From an optimization exercise on the open Yosys and OpenROAD flow, aimed at small area and a short achievable clock period; shortcuts taken in it are not production practice.
No functional check of the RTL was part of any run shown here.

## flow/design.v (module list and top-level ports; edited modules follow where they fit)
// module lab2_pipe: 2714 lines
// module lab2_fa: 4 lines
// module lab2_x2: 3 lines
// module lab2_bsel: 3 lines
// module lab2_x3: 3 lines
// module lab2_nor: 3 lines
module lab2_pipe (
    input clk,
    input rst,
    input start,
    input [31:0] x,
    output reg rdy,
    output [31:0] y
);
  // ...
==> flow/flow/run.sh <==
#!/bin/bash
set -euo pipefail
export BUFFER_PORTS_ARGS="-buffer_cell sky130_fd_sc_hd__buf_2"
bash standard.sh > standard_flow.log 2>&1
==> flow/standard.sh <==
#!/bin/bash
# synth_recipe.tcl (not shown) runs the flow's synth.tcl, then flattens the netlist and writes it again
# the make line also repeats each setting of config.mk as NAME=value (left out here)
make -C /OpenROAD-flow-scripts/flow DESIGN_CONFIG=/design/flow/config.mk WORK_HOME=/design/flow/orfs CLKGATE_MAP_FILE= SYNTH_SCRIPT=/design/flow/synth_recipe.tcl "${@:-finish}"
==> flow/config.mk <==
export PLATFORM = sky130hd
export DESIGN_NAME = lab2_pipe
export DESIGN_NICKNAME = lab2_pipe
export VERILOG_FILES = /design/flow/design.v
export SDC_FILE = /design/flow/constraint.sdc
export NUM_CORES = 4
export LEC_CHECK = 0
export CAP_MARGIN = 20
export CORE_MARGIN = 2
export CORE_UTILIZATION = 40
export CTS_BUF_LIST = sky130_fd_sc_hd__clkbuf_8
export CTS_CLUSTER_DIAMETER = 60
export CTS_CLUSTER_SIZE = 16
export PLACE_DENSITY = 0.6
export SLEW_MARGIN = 75
export SYNTH_HIERARCHICAL = 1
==> flow/constraint.sdc <==
create_clock -name core_clock -period 15.0 [get_ports {clk}]
set_input_delay 3.0000 -clock core_clock [delete_from_list [all_inputs] [get_ports {clk}]]
set_output_delay 3.0000 -clock core_clock [all_outputs]
set_load 0.01 [all_outputs]
==> impl_metrics.toml, run 1 <==
[finish]
multi_input_area_um2 = 22500
largest_reg_flops = 95

[logic_synthesis]
synth-xor-area-share_pct = 6.30
synth_compound_area_share_pct = 3.56
avgSynthCellArea_um2 = 10.3
synthAdderAreaFrac_pct = 47.8

[sta]
fmax_mhz = 232
worst_slack_ns = 10.70
period_minus_slack_ns = 4.30

[floorplanning]
die_w_um = 279
tapCellCount = 969
start_util_pct = 40.6

[setup_path]
critPathKind = "reg -> reg"
crit_arrival_ns = 4.81
cp-startpoint = "r3_x4l[17]"
path_buf_inv = 2

[global_route]
grt_overflow_total = 0
grt_pass1_wl_um = 124000

[outcome]
status = "no timing/DRC/antenna violations"

[cts]
insertion_delay_ns = 0.67
clockRootBuffer = "clkbuf_8"
cts_setup_buffers = 0

[route]
wl_met1_um = 31100

[placement]
place_ws_ns = 10.71
==> inputs of run 2 (changes only) <==
==> flow/config.mk (replaced) <==
export PLATFORM = sky130hd
export DESIGN_NAME = lab2_pipe
export DESIGN_NICKNAME = lab2_pipe
export VERILOG_FILES = /design/flow/design.v
export SDC_FILE = /design/flow/constraint.sdc
export NUM_CORES = 4
export LEC_CHECK = 0
export CAP_MARGIN = 20
export CORE_MARGIN = 2
export CORE_UTILIZATION = 60
export CTS_CLUSTER_DIAMETER = 80
export CTS_CLUSTER_SIZE = 22
export PLACE_DENSITY = 0.75
export SLEW_MARGIN = 75
export SYNTH_HIERARCHICAL = 1
==> impl_metrics.toml, run 2 <==
[cts]
clk_pin_slew_worst_paths_ns = 0.09
cts_resized = 0
cts_setup_buffers = 0
insertion_delay_ns = 0.57
holdBufCountCts = 0
clock_sinks = 351
clk_path_buf_depth = 3
cts_tree = "built"
clockRootBuffer = "clkbuf_16"
numCtsBuffers = 25
htreeDepth = 1

[logic_synthesis]
synth_top_area_share_pct = 44.8
yosysSeqAreaShare_pct = 23.2
synth_cells = 2933
synth-edff-count = 0
yosysWarnings = 7
async_flop_share_pct = 0
synth_ff_type = "dfxtp_1"
avgSynthCellArea_um2 = 10.3
yosys.area.top_type = "fa_1"
synth-seq-cells = 351
synth_area_leaders = "fa_1 (45%), dfxtp_1 (23%), nand2_1 (11%)"
ys_types = 57
synth_area_um2 = 30300
synth_fp_nets = 3720
yosys-top-cells-count = "nand2_1 (891), fa_1 (678), dfxtp_1 (351)"
synth_most_common_cell = "nand2_1"

[global_route]
grt_pass1_wl_um = 123000
grt_overflow_total = 0
grt_antenna_before_repair = 1
grt_max_degree = 37
grt_pass1_vias = 23200
grtUsageTotal_pct = 30.3

[setup_path]
worst_setup_path_end_kind = "register"
r2r_start = "r3_x4l[17]"
path_max_fanout = 4
r2r_end = "r4_cs[94]"
crit_arrival_ns = 4.73
critPathKind = "reg -> reg"
startpoint_type = "register"
r2r_slack_ns = 10.71
cp.required_ns = 15.44
reg2regPathDepth = 16

[route]
drtIter0Drc = 1680
wl_um = 77100
ant_nets = 0
wire_per_inst_um = 21.5
drc = 0
viasPerCell = 5.86
firstDrtPassIters = 5
dr_total_vias = 21000

[sta]
setup_viol = 0
finClkSkew_ns = 0.0168
fin_setup_tns_ns = 0
fmax_mhz = 233
drv_slew = 0
hold_viol_final = 0
fin_crit_sh_pct = 28.6
rsz0062_at_grt = "false"
period_minus_slack_ns = 4.29

[finish]
diodes = 0
finalInstanceArea_um2 = 32700
drive_gt1_share_pct = 9.28
final_common_cell = "nand2_1"
final_cell_mix = "nand2_1 (890), fa_1 (673), dfxtp_1 (298)"
syn2layout_area_growth_pct = 7.88
nNetsFinal = 3689
regMostFlops = "r4_cs"
largest_reg_flops = 95
fin_cells = 3592
top_regs = "r4_cs x95, r1_x x32"

[worst_hold_path]
hold_end = "r3_x[11]"
hold_start = "r2_x[11]"
whs_path_depth = 0
hold_class = "reg -> reg"

[floorplanning]
die_y_um = 229
start_util_pct = 60.6
fp.dieArea_um2 = 52300
num_io_pins = 68
coreArea_um2 = 50000
die_w_um = 229
rows = 82

[placement]
hpwlAfterDp_um = 57000
place_congestion = 0.902
placed_cell_area_um2 = 31700
port_buffers = 66
dp_cells = 3544

[run]
maxCapViolCount = 0

[outcome]
status = "no timing/DRC/antenna violations"
==> run 2: layout make-up <==
type	instances	area [um^2]
inverters	109	412
clock inverters	16	265
well taps	672	841
flip-flops and latches	351	7190
multi-input cells	2297	22500
repair buffers	118	817
fillers	3775	17300
clock buffers	29	641
==> run 2: worst max-delay path by stage <==
stage / startpoint / end / slack (ns)
floorplan: r1_x[2] / r2_x2l[18] / 11.00
global placement: r1_x[0] / r2_x2l[18] / 10.50
detailed placement: r2_x2l[19] / r3_x4h[17] / 10.83
CTS: r2_x2l[19] / r3_x4h[17] / 10.81
global route: r3_x4l[17] / r4_cs[94] / 10.52
finish: r3_x4l[17] / r4_cs[94] / 10.71
==> run 2: kinds of logic after synthesis <==
group | count (synthesis) | synth area share, %
and+or+nand+nor | 1151 | 15.5
adders and majority gates | 752 | 47.8
DFF | 351 | 23.2
buffers and inverters | 285 | 3.54
xor gates and xnor gates | 218 | 6.30
AOI/OAI and AO/OA | 173 | 3.56
muxes | 2 | 0.0661
other | 1 | 0.0124
==> run 2: per-layer routing <==
layer,GRT usage (%),routed length [um],up-vias,share of wire [%]
li1,-,-,8874,-
met1,36.8,27800,10600,36
met2,51.6,37400,1299,49
met3,6.49,7550,314,9.8
met4,14.9,4360,0,5.7
met5,0,0,-,0
==> run 2: worst max-delay path, stage by stage, from the launching register on <==
cell and delay [ns]:
dfxtp_1 0.31, inv_1 0.05, fa_4 0.51, fa_2 0.37, nor2b_1 0.11, o21ai_1 0.10
a21boi_1 0.31, o21ai_1 0.14, nor2b_1 0.17, xnor2_2 0.11, clkdlybuf4s18_2 0.32, buf_2 0.20
nand2_1 0.08, fa_1 0.40, fa_1 0.39, fa_1 0.39, xor2_1 0.17
==> run 2: Yosys stat by module, one instance, submodules excluded <==
| module | copies in the design | cells inside | area, um^2 | flip-flops and latches |
|---|---|---|---|---|
| lab2_fa | 673 | 1 | 20.0 | 0 |
| lab2_nor | 43 | 1 | 3.75 | 0 |
| lab2_x2 | 107 | 1 | 8.76 | 0 |
| lab2_pipe | 1 | 2110 | 15700 | 351 |
==> run 2: through the flow <==
stage / util (%) / setup WS (ns) / hold slack [ns]
after global placement: 62.1 / 10.50 / 0.312
after global routing: 65.4 / 10.52 / 0.324
after floorplan: - / 11.00 / 0.310
final: 65.4 / 10.71 / 0.330
after detailed placement: 63.3 / 10.83 / 0.312
after CTS: 65.2 / 10.81 / 0.330

[what the ideal ports hide]
The results above use ideal ports. As a check the final layouts listed here were re-extracted and re-timed, cells and wires unchanged. Step 1 (the two cells are an assumption about what drives the block):
set clk [get_ports {clk}]
set_driving_cell -lib_cell sky130_fd_sc_hd__clkbuf_16 $clk
set_driving_cell -lib_cell sky130_fd_sc_hd__buf_2 [delete_from_list [all_inputs] $clk]
Step 2 moves the port delays by t, midway between the first and last clock arrival at a register: inputs arrive t later, outputs are due t later. That takes back most of the time a late clock gives input paths. a / b / c = no drivers / after step 1 / after step 2; a / b = the first two.
| run | t, ns | slack for setup (ns) | worst data-port slew with drivers (ns) |
|---|---|---|---|
| run 1 | 0.704 | 10.695 / 10.695 / 10.695 | 0.04 |
| run 2 | 0.611 | 10.713 / 10.713 / 10.713 | 0.03 |
After both steps setup and hold are still met in every run listed.
